What follows belongs to an exercise in optimizing a design on an open flow for small area, a short achievable clock period and few clock cycles; a production flow would make more cautious choices. At most, simulation tests tie the RTL to the original design; equivalence was not proved. Power is estimated from default activity; no workload was simulated.

## CPU
module CPU (
	input signed [15:0] Mem_Data ,
	input clk ,
	input rst ,  
	output reg halt ,  
	output reg [6:0] Mem_Address ,
	output reg rd , wr,
	output signed [15:0] Data_Out ,
	output reg fZ,
	output reg fO,
	output reg fN,
	output reg fC
	);
localparam K_NONE = 2'd0, K_INS = 2'd1, K_OPR = 2'd2;
localparam S_IDLE = 3'd0, S_WAIT = 3'd1, S_X = 3'd2, S_MD = 3'd3, S_FIX = 3'd4, S_ALN = 3'd5;
localparam OP_LOAD = 4'd1, OP_STORE = 4'd2, OP_ADD = 4'd3, OP_SUB = 4'd4,
           OP_MUL = 4'd5, OP_DIV = 4'd6, OP_BR = 4'd7, OP_BRZ = 4'd8, OP_HALT = 4'd15;
reg [15:0] AC;         
reg        tnz;        
reg [15:0] IR;         
reg [2:0]  st;         
reg [15:0] IB;         
reg        bv;         
reg [1:0]  a_k;        
reg [1:0]  c_k;        
reg [6:0]  fpc;        
reg [16:0] X;          
reg [16:0] R;          
reg        bp;         
reg [3:0]  cnt;        
reg        neg;        
reg        dz;         
assign Data_Out = AC;
wire [15:0] W = Mem_Data;
wire a_ins = (a_k == K_INS);
wire a_opr = (a_k == K_OPR);
function [18:0] radd19;  
	input [18:0] a, b;
	input ci;
	integer i;
	reg c;
	begin
		c = ci;
		for (i = 0; i < 19; i = i + 1) begin
			radd19[i] = a[i] ^ b[i] ^ c;
			c = (a[i] & b[i]) | (c & (a[i] ^ b[i]));
		end
	end
endfunction
function [16:0] radd17;  
	input [16:0] a, b;
	input ci;
	integer i;
	reg c;
	begin
		c = ci;
		for (i = 0; i < 17; i = i + 1) begin
			radd17[i] = a[i] ^ b[i] ^ c;
			c = (a[i] & b[i]) | (c & (a[i] ^ b[i]));
		end
	end
endfunction
function [15:0] rneg16;  
	input [15:0] a;
	integer i;
	reg c;
	begin
		c = 1'b1;
		for (i = 0; i < 16; i = i + 1) begin
			rneg16[i] = ~a[i] ^ c;
			c = c & ~a[i];
		end
	end
endfunction
function [4:0] clz16;
	input [15:0] a;
	integer i;
	begin
		clz16 = 5'd16;
		for (i = 0; i < 16; i = i + 1)
			if (a[i]) clz16 = 5'd15 - i[4:0];
	end
endfunction
wire [3:0] ir_op = IR[15:12];
wire       ir_m  = IR[11];
wire       ir_md = (ir_op == OP_MUL) || (ir_op == OP_DIV);
wire       ir_div = (ir_op == OP_DIV);
wire       exec  = (st == S_X) || (st == S_WAIT && a_opr);
  ...
Settings: LEC_CHECK=0, CAP_MARGIN=20, CORE_MARGIN=2, CORE_UTILIZATION=40, SLEW_MARGIN=20; clock period 40.0 ns.
run.sh (not shown) runs the stock make flow with config.mk's settings and CLKGATE_MAP_FILE= SYNTH_SCRIPT=/design/flow/synth_recipe.tcl, a recipe that flattens the netlist after the stock synthesis.
Testbench counts at the start, summed over its fixed seeds: cycles 91,308.
==> next run, changes <==
CORE_UTILIZATION = 60   (was 40)
Critical path depth is lower by 4.
Power is lower by about 0.8%.
Sequential share of layout area is higher by 0.23 points.
Design area is lower by about 1%.
Clock-buffer cell count is higher by 4.
Sequential power stays flat.
==> next run, changes <==
==> flow/flow/run.sh (new file) <==
#!/bin/bash
# Standard ORFS layout, with timing repair asked to reach a setup slack of
# 29 ns against the design's clock (the SDC is unchanged).
set -euo pipefail
bash standard.sh SETUP_SLACK_MARGIN=29 finish > flow_make.log 2>&1
==> flow/standard.sh (new file) <==
#!/bin/bash
# synth_recipe.tcl (not shown) runs the flow's synth.tcl, then flattens the netlist and writes it again
# the make line also repeats each setting of config.mk as NAME=value (left out here)
make -C /OpenROAD-flow-scripts/flow DESIGN_CONFIG=/design/flow/config.mk WORK_HOME=/design/flow/orfs CLKGATE_MAP_FILE= SYNTH_SCRIPT=/design/flow/synth_recipe.tcl "${@:-finish}"
CORE_UTILIZATION = 40   (was 60)
removed: flow/run.sh
Outcome:
- The changed run finished with timing, DRC and antenna clean
- cell count rises by about 10%
- total power rises by about 7%
- routed wire length rises by 6.0%
- hold slack degrades by 5.1 ps
- clock power rises by about 9%
- cell area rises by 5.0%
- first-iteration DRC count falls by about 1.4%
- sequential share of layout area falls by 1.0 points
- synthesized cell count does not change

========
Setup of job 1509:
Another version of the RTL of CPU (not shown whole).
Size: ~12000 sq um of cells after synthesis.
export LEC_CHECK = 0
export ABC_AREA = 1
export CAP_MARGIN = 0
export CORE_MARGIN = 2
export CORE_UTILIZATION = 40
export SLEW_MARGIN = 0
create_clock -name core_clock -period 40.0 [get_ports {clk}]
standard.sh (not shown) runs the stock make flow with config.mk's settings and CLKGATE_MAP_FILE= SYNTH_SCRIPT=/design/flow/synth_recipe.tcl, a recipe that flattens the netlist after the stock synthesis.
==> flow/flow/run.sh <==
#!/bin/bash
# Standard ORFS layout, with timing repair asked to reach a setup slack of
# 29.5 ns against the design's clock (the SDC is unchanged), and the ports
# buffered with buf_2 cells.
set -euo pipefail
bash standard.sh SETUP_SLACK_MARGIN=29.5 "BUFFER_PORTS_ARGS=-buffer_cell sky130_fd_sc_hd__buf_2" finish > flow_make.log 2>&1
Job 1509 was carried through to the last stage, and its layout satisfied the timing, design-rule and antenna checks.
Testbench counts of job 1509, summed over its fixed seeds: cycles 86,076.
## Diff of input files: job 8495 against job 1509
- changing SLEW_MARGIN from 0 to 20
- changing CAP_MARGIN from 0 to 20
==> flow/flow/run.sh <==
#!/bin/bash
# Standard ORFS layout, with timing repair asked to reach a setup slack of
# 30 ns against the design's clock (the SDC is unchanged), and the ports
# buffered with buf_2 cells.
set -euo pipefail
bash standard.sh SETUP_SLACK_MARGIN=30 "BUFFER_PORTS_ARGS=-buffer_cell sky130_fd_sc_hd__buf_2" finish > flow_make.log 2>&1
==> comparison <==
Higher fraction of area in registers among job 8495 and job 1509: job 1509. On cell depth of the worst hold path, job 1509 tracks job 8495 almost exactly. Job 8495: placement-stage cell area is 55 sq um higher than what job 1509 reported.
Edits applied to the flow inputs when going from job 8495 to job 1026:
- GPL_TIMING_DRIVEN: unset -> 1
==> flow/flow/run.sh <==
#!/bin/bash
# Standard ORFS layout, with timing repair asked to reach a setup slack of
# 29.5 ns against the design's clock (the SDC is unchanged), and the ports
# buffered with buf_2 cells.
set -euo pipefail
bash standard.sh SETUP_SLACK_MARGIN=29.5 "BUFFER_PORTS_ARGS=-buffer_cell sky130_fd_sc_hd__buf_2" finish > flow_make.log 2>&1
==> comparison <==
Job 1026: PASS, flow complete, no timing, DRC or antenna violations. Clock network contribution to total cell area: job 1026 vs job 8495, no meaningful difference. On overall global routing resource usage, job 1026 and job 8495 are neck and neck. Between job 1026 and job 8495, the combinational group share of total power is higher for job 8495. In the final reports, the cell area of job 1026 is smaller than that of job 8495. Of job 1026 and job 8495, it is job 1026 that has the higher arrival time reported for the critical path endpoint. Comparing job 8495 against job 1026, there is no change at all in share of the synthesized area in compound gates (AO/OA/AOI/OAI). Row worst path setup slack after routing: job 1026 lower / job 8495 higher. Summary: internal power of the cells, job 1026 better than job 8495. Comparing job 8495 against job 1026, there is no change at all in number of different library cells in the post-synthesis netlist. Fraction of power consumed by sequential logic: lower on job 8495.
[inputs] job 6777 vs job 1026
- clearing GPL_TIMING_DRIVEN, which used to be 1
==> flow/flow/run.sh <==
#!/bin/bash
# Standard ORFS layout, with timing repair asked to reach a setup slack of
# 29 ns against the design's clock (the SDC is unchanged), and the ports
# buffered with buf_2 cells.
set -euo pipefail
bash standard.sh SETUP_SLACK_MARGIN=29 "BUFFER_PORTS_ARGS=-buffer_cell sky130_fd_sc_hd__buf_2" finish > flow_make.log 2>&1
==> comparison <==
Job 6777 vs job 1026 — clock buffer and inverter area fraction after layout rose 0.21 points. The master of the slowest instance on the critical path comes out fa_1 in one run and fa_2 in the other, namely in job 6777 and job 1026 respectively. Delta (job 6777 minus job 1026): required time reported for the critical path endpoint level; critical path depth moved up.

========
## main
The RTL this note starts from:
==> flow/design.v <==
module CPU (
	input signed [15:0] Mem_Data ,
	input clk ,
	input rst ,  
	output reg halt ,  
	output reg [6:0] Mem_Address ,
	output reg rd , wr,
	output signed [15:0] Data_Out ,
	output reg fZ,
	output reg fO,
	output reg fN,
	output reg fC
	);
localparam K_NONE = 2'd0, K_INS = 2'd1, K_OPR = 2'd2;
localparam S_IDLE = 3'd0, S_WAIT = 3'd1, S_X = 3'd2, S_MD = 3'd3, S_ALN = 3'd5;
localparam OP_LOAD = 4'd1, OP_STORE = 4'd2, OP_ADD = 4'd3, OP_SUB = 4'd4,
           OP_MUL = 4'd5, OP_DIV = 4'd6, OP_BR = 4'd7, OP_BRZ = 4'd8, OP_HALT = 4'd15;
reg [15:0] AC;         
reg        tnz;        
reg        tpend;      
reg [4:0]  IR;         
reg [2:0]  st;         
reg [15:0] IB;         
reg        bv;         
reg [1:0]  a_k;        
reg [1:0]  c_k;        
reg [6:0]  fpc;        
reg [16:0] X;          
reg [16:0] R;          
reg [3:0]  cnt;        
reg        neg;        
reg        dz;         
assign Data_Out = AC;
wire [15:0] W = Mem_Data;
wire a_ins = (a_k == K_INS);
wire a_opr = (a_k == K_OPR);
function [17:0] radd18;  
	input [17:0] a, b;
	input ci;
	integer i;
	reg c;
	begin
		c = ci;
		for (i = 0; i < 18; i = i + 1) begin
			radd18[i] = a[i] ^ b[i] ^ c;
			c = (a[i] & b[i]) | (c & (a[i] ^ b[i]));
		end
	end
endfunction
function [16:0] radd17;  
	input [16:0] a, b;
	input ci;
	integer i;
	reg c;
	begin
		c = ci;
		for (i = 0; i < 17; i = i + 1) begin
			radd17[i] = a[i] ^ b[i] ^ c;
			c = (a[i] & b[i]) | (c & (a[i] ^ b[i]));
		end
	end
endfunction
function [15:0] rneg16;  
	input [15:0] a;
	integer i;
	reg c;
	begin
		c = 1'b1;
		for (i = 0; i < 16; i = i + 1) begin
			rneg16[i] = ~a[i] ^ c;
			c = c & ~a[i];
		end
	end
endfunction
function [4:0] clz16;
	input [15:0] a;
	integer i;
	begin
		clz16 = 5'd16;
		for (i = 0; i < 16; i = i + 1)
			if (a[i]) clz16 = 5'd15 - i[4:0];
	end
endfunction
wire [3:0] ir_op = IR[4:1];
wire       ir_m  = IR[0];
wire       ir_md = (ir_op == OP_MUL) || (ir_op == OP_DIV);
wire       ir_div = (ir_op == OP_DIV);
wire       exec  = (st == S_X) || (st == S_WAIT && a_opr);
wire [15:0] B16 = ir_m ? W : {5'b0, X[10:0]};
wire [16:0] A17 = {ir_m & AC[15], AC};
wire [16:0] B17 = {ir_m & W[15], B16};
wire        alu_sub = (ir_op == OP_SUB);
wire [16:0] sum = A17 + (B17 ^ {17{alu_sub}}) + {16'd0, alu_sub};
wire [15:0] negv = rneg16((st == S_ALN) ? X[15:0] : AC);
wire [15:0] negAC = negv;
reg [16:0] acc;
reg [15:0] q;
reg [17:0] s18;
reg [17:0] t18;
reg        rsub;
integer j;
always @* begin
	acc = R;
	q = AC;
	for (j = 0; j < 4; j = j + 1) begin
		rsub = (j == 3) && (cnt[1:0] == 2'd0);
		t18 = q[0] ? {X[16], X} : 18'd0;
		s18 = radd18({acc[16], acc}, t18 ^ {18{rsub}}, rsub);
		acc = s18[17:1];
		q = {s18[0], q[15:1]};
	end
end
wire [15:0] xb = X[16] ? negv : X[15:0];
wire [4:0]  la = clz16(R[15:0]);
wire [4:0]  lb = clz16(xb);
wire [4:0]  dd = lb - la;
wire        qzero = (la > lb);         
wire [15:0] xal = xb << dd[3:0];
wire [16:0] rn = radd17(R, {1'b0, X[15:0]} ^ {17{~R[16]}}, ~R[16]);
wire md_last = (st == S_MD) && (cnt == 4'd0);
wire aln_done = (st == S_ALN) && (dz || qzero);
wire hf = (exec && !ir_md) || md_last || aln_done;
wire hfree = (st == S_IDLE) || hf;
reg [15:0] AC_nx;
always @* begin
	AC_nx = AC;
	if (exec) begin
		case (ir_op)
			OP_LOAD: AC_nx = ir_m ? W : X[15:0];
			OP_ADD, OP_SUB: AC_nx = sum[15:0];
			OP_MUL: AC_nx = B16;
			OP_DIV: AC_nx = 16'd0;
			default: AC_nx = AC;
		endcase
	end else if (st == S_MD) begin
		if (!ir_div)
			AC_nx = q;
		else if (cnt == 4'd0 && neg)     
			AC_nx = rn[16] ? {negAC[14:0], 1'b0} : {~AC[14:0], 1'b1};
		else
			AC_nx = {AC[14:0], ~rn[16]};
	end else if (st == S_ALN)
		AC_nx = dz ? 16'hFFFF : AC;
end
wire ex_flags = exec && (ir_op == OP_ADD || ir_op == OP_SUB || ir_md);
wire fZ_nx = ex_flags ? (AC == 16'd0) : fZ;
wire [15:0] S = bv ? IB : W;
wire s_valid = bv || a_ins;
wire start = s_valid && hfree && !halt;
wire [3:0] s_op = S[15:12];
wire s_alu = (s_op == OP_LOAD) || (s_op == OP_ADD) || (s_op == OP_SUB) ||
             (s_op == OP_MUL) || (s_op == OP_DIV);
wire s_mem = s_alu && S[11];
wire s_store = (s_op == OP_STORE);
wire s_br = (s_op == OP_BR) || (s_op == OP_BRZ && fZ_nx);
wire s_halt = (s_op == OP_HALT);
wire s_mdop = (s_op == OP_MUL) || (s_op == OP_DIV);
wire yw = bv && a_ins;
wire yc = (c_k == K_INS);
wire [6:0] fpc1 = fpc - 7'd1;
wire [6:0] fpc2 = fpc - 7'd2;
wire [6:0] fpc_rw = fpc - {5'b0, yw} - {5'b0, yc};    
wire st_hit = s_store && ((yc && S[6:0] == fpc1) || (yw && S[6:0] == (yc ? fpc2 : fpc1)));
wire flush = start && (s_br || st_hit);
wire ovf = !start && yw && !halt;    
wire kill_c = flush || ovf;
wire [6:0] fbase = ovf ? fpc_rw : fpc;
wire [6:0] fbase1 = fbase + 7'd1;
wire [6:0] s_tgt1 = S[6:0] + 7'd1;
reg        bv_nx;
reg [2:0]  st_nx;
reg [4:0]  IR_nx;
reg [3:0]  cnt_nx;
always @* begin
	bv_nx = bv;
	if (start && bv) bv_nx = a_ins && !flush;
	else if (!start && !bv && a_ins && !halt) bv_nx = 1'b1;
	st_nx = st;
	IR_nx = IR;
	cnt_nx = cnt;
	if (exec && ir_md) begin
		st_nx = ir_div ? S_ALN : S_MD;
		cnt_nx = 4'd3;
	end else if (st == S_ALN) begin
		st_nx = (dz || qzero) ? S_IDLE : S_MD;
		cnt_nx = dd[3:0];
	end else if (md_last)
		st_nx = S_IDLE;
	else if (st == S_MD)
		cnt_nx = cnt - 4'd1;
	else if (hf)
		st_nx = S_IDLE;
	if (start && s_alu) begin
		st_nx = s_mem ? S_WAIT : S_X;
		IR_nx = S[15:11];
	end
end
wire [1:0] a_k_nx = (yc && kill_c) ? K_NONE : c_k;
wire halt_nx = halt || (start && s_halt);
wire md_busy = (start && s_alu) ? s_mdop :
               (((st == S_WAIT) || (st == S_X)) && ir_md) || (st == S_ALN) ||
               (st == S_MD && cnt_nx != 4'd0);
wire cins_nx = (a_k_nx == K_INS);
wire fetch_ok = !halt_nx && !(bv_nx && cins_nx) && (!(bv_nx || cins_nx) || !md_busy);
wire t_nz = tpend ? (R[15:0] != 16'd0) : tnz;
wire use_s = start && (s_mem || s_store || s_br);    
always @(posedge clk) begin
	if (rst) begin
		halt <= 1'b0;
		AC <= 16'd0;
		tnz <= 1'b0;
		tpend <= 1'b0;
		fZ <= 1'b0;
		fO <= 1'b0;
		fN <= 1'b0;
		fC <= 1'b0;
		st <= S_IDLE;
		bv <= 1'b0;
		Mem_Address <= 7'd0;
		rd <= 1'b1;
		wr <= 1'b0;
		a_k <= K_NONE;
		c_k <= K_INS;
		fpc <= 7'd1;
	end else begin
		halt <= halt_nx;
		AC <= AC_nx;
		st <= st_nx;
		IR <= IR_nx;
		bv <= bv_nx;
		if (a_ins && ((start && bv && !flush) || (!start && !bv))) IB <= W;
		cnt <= cnt_nx;
		a_k <= a_k_nx;
		if (ex_flags) begin
			fZ <= (AC == 16'd0);
			fN <= (ir_op == OP_ADD && ir_m) ? (fN | AC[15]) : AC[15];
		end
		if (exec && (ir_op == OP_ADD || ir_op == OP_SUB))
			fC <= sum[16];
		if (exec && ir_op == OP_MUL)
			fO <= fO | t_nz;
		if (exec && ir_md) begin
			if (ir_div) begin
				R <= {1'b0, (ir_m & AC[15]) ? negAC : AC};
				X <= {ir_m & W[15], B16};
			end else begin
				R <= 17'd0;
				X <= A17;
			end
			neg <= ir_m & (AC[15] ^ W[15]);
			tnz <= t_nz;
			tpend <= 1'b0;
			dz <= (B16 == 16'd0);
		end else if (st == S_ALN) begin
			X <= {1'b0, xal};
		end else if (st == S_MD) begin
			if (ir_div) begin
				R <= rn;
				X <= {1'b0, 1'b0, X[15:1]};
			end else begin
				R <= acc;
				if (cnt[1:0] == 2'd0)
					tpend <= 1'b1;
			end
		end
		if (start && s_alu && !s_mem)
			X <= {1'b0, S};
		if (use_s) begin
			Mem_Address <= S[6:0];
			rd <= !s_store;
			wr <= s_store;
			c_k <= s_mem ? K_OPR : s_store ? K_NONE : K_INS;
			fpc <= s_br ? s_tgt1 : st_hit ? fpc_rw : fpc;
		end else if (fetch_ok) begin
			Mem_Address <= fbase;
			rd <= 1'b1;
			wr <= 1'b0;
			c_k <= K_INS;
			fpc <= fbase1;
		end else begin
			rd <= 1'b0;
			wr <= 1'b0;
			c_k <= K_NONE;
			fpc <= fbase;
		end
	end
end
endmodule
export LEC_CHECK = 0
export ABC_AREA = 1
export CAP_MARGIN = 20
export CORE_MARGIN = 2
export CORE_UTILIZATION = 40
export SLEW_MARGIN = 20
create_clock -name core_clock -period 40.0 [get_ports {clk}]
==> flow/flow/run.sh <==
#!/bin/bash
# Standard ORFS layout, with timing repair asked to reach a setup slack of
# 29.5 ns against the design's clock (the SDC is unchanged), and the ports
# buffered with buf_2 cells.
set -euo pipefail
bash standard.sh SETUP_SLACK_MARGIN=29.5 "BUFFER_PORTS_ARGS=-buffer_cell sky130_fd_sc_hd__buf_2" finish > flow_make.log 2>&1
Edits applied to the flow inputs when going from main to the feature branch:
==> flow/flow/run.sh <==
#!/bin/bash
# Standard ORFS layout, with timing repair asked to reach a setup slack of
# 30 ns against the design's clock (the SDC is unchanged), and the ports
# buffered with buf_2 cells.
set -euo pipefail
bash standard.sh SETUP_SLACK_MARGIN=30 "BUFFER_PORTS_ARGS=-buffer_cell sky130_fd_sc_hd__buf_2" finish > flow_make.log 2>&1
Findings:
The feature branch vs main: final cell count up slightly
The feature branch vs. main: post-detailed-routing wire length ~0 delta; wire length of the first global-routing pass dropped about 0.8%; total net switching power higher.
Function was not checked in any run of this note: the RTL went through the layout flow alone.

[separate check: timing with driven ports]
No port has a modelled driver above. Below, the same layouts with a new extraction and two added sets of constraints.
Step 1, drivers: a clkbuf_16 drives clk and a buf_2 each remaining input, both assumed.
Step 2 moves the port delays by t, midway between the first and last clock arrival at a register: inputs arrive t later, outputs are due t later. That takes back most of the time a late clock gives input paths.
Slacks: no drivers / after step 1 / after step 2; pairs: no drivers / after step 1.
run | t, ns | slack for setup (ns) | worst hold slack (ns)
the first run of note 1 | 0.484 | 28.385 / 28.415 / 27.931 | 0.466 / 0.466 / 0.466
the second run of note 1 | 0.472 | 28.429 / 28.456 / 27.984 | 0.474 / 0.474 / 0.474
the third run of note 1 | 0.485 | 29.044 / 29.067 / 28.581 | 0.469 / 0.469 / 0.469
job 1509 | 0.419 | 29.648 / 29.648 / 29.430 | 0.436 / 0.436 / 0.436
job 8495 | 0.423 | 29.977 / 29.977 / 29.717 | 0.457 / 0.457 / 0.457
job 1026 | 0.419 | 29.648 / 29.648 / 29.430 | 0.436 / 0.436 / 0.436
job 6777 | 0.433 | 29.379 / 29.379 / 29.342 | 0.441 / 0.441 / 0.441
main | 0.417 | 29.669 / 29.677 / 29.276 | 0.455 / 0.455 / 0.455
the feature branch | 0.417 | 29.909 / 29.909 / 29.661 | 0.453 / 0.453 / 0.453
After both steps every run listed still meets setup and hold. The setup slack of the third run of note 1, which loses most, moves by +0.023 ns with the drivers and by -0.463 ns with both steps.
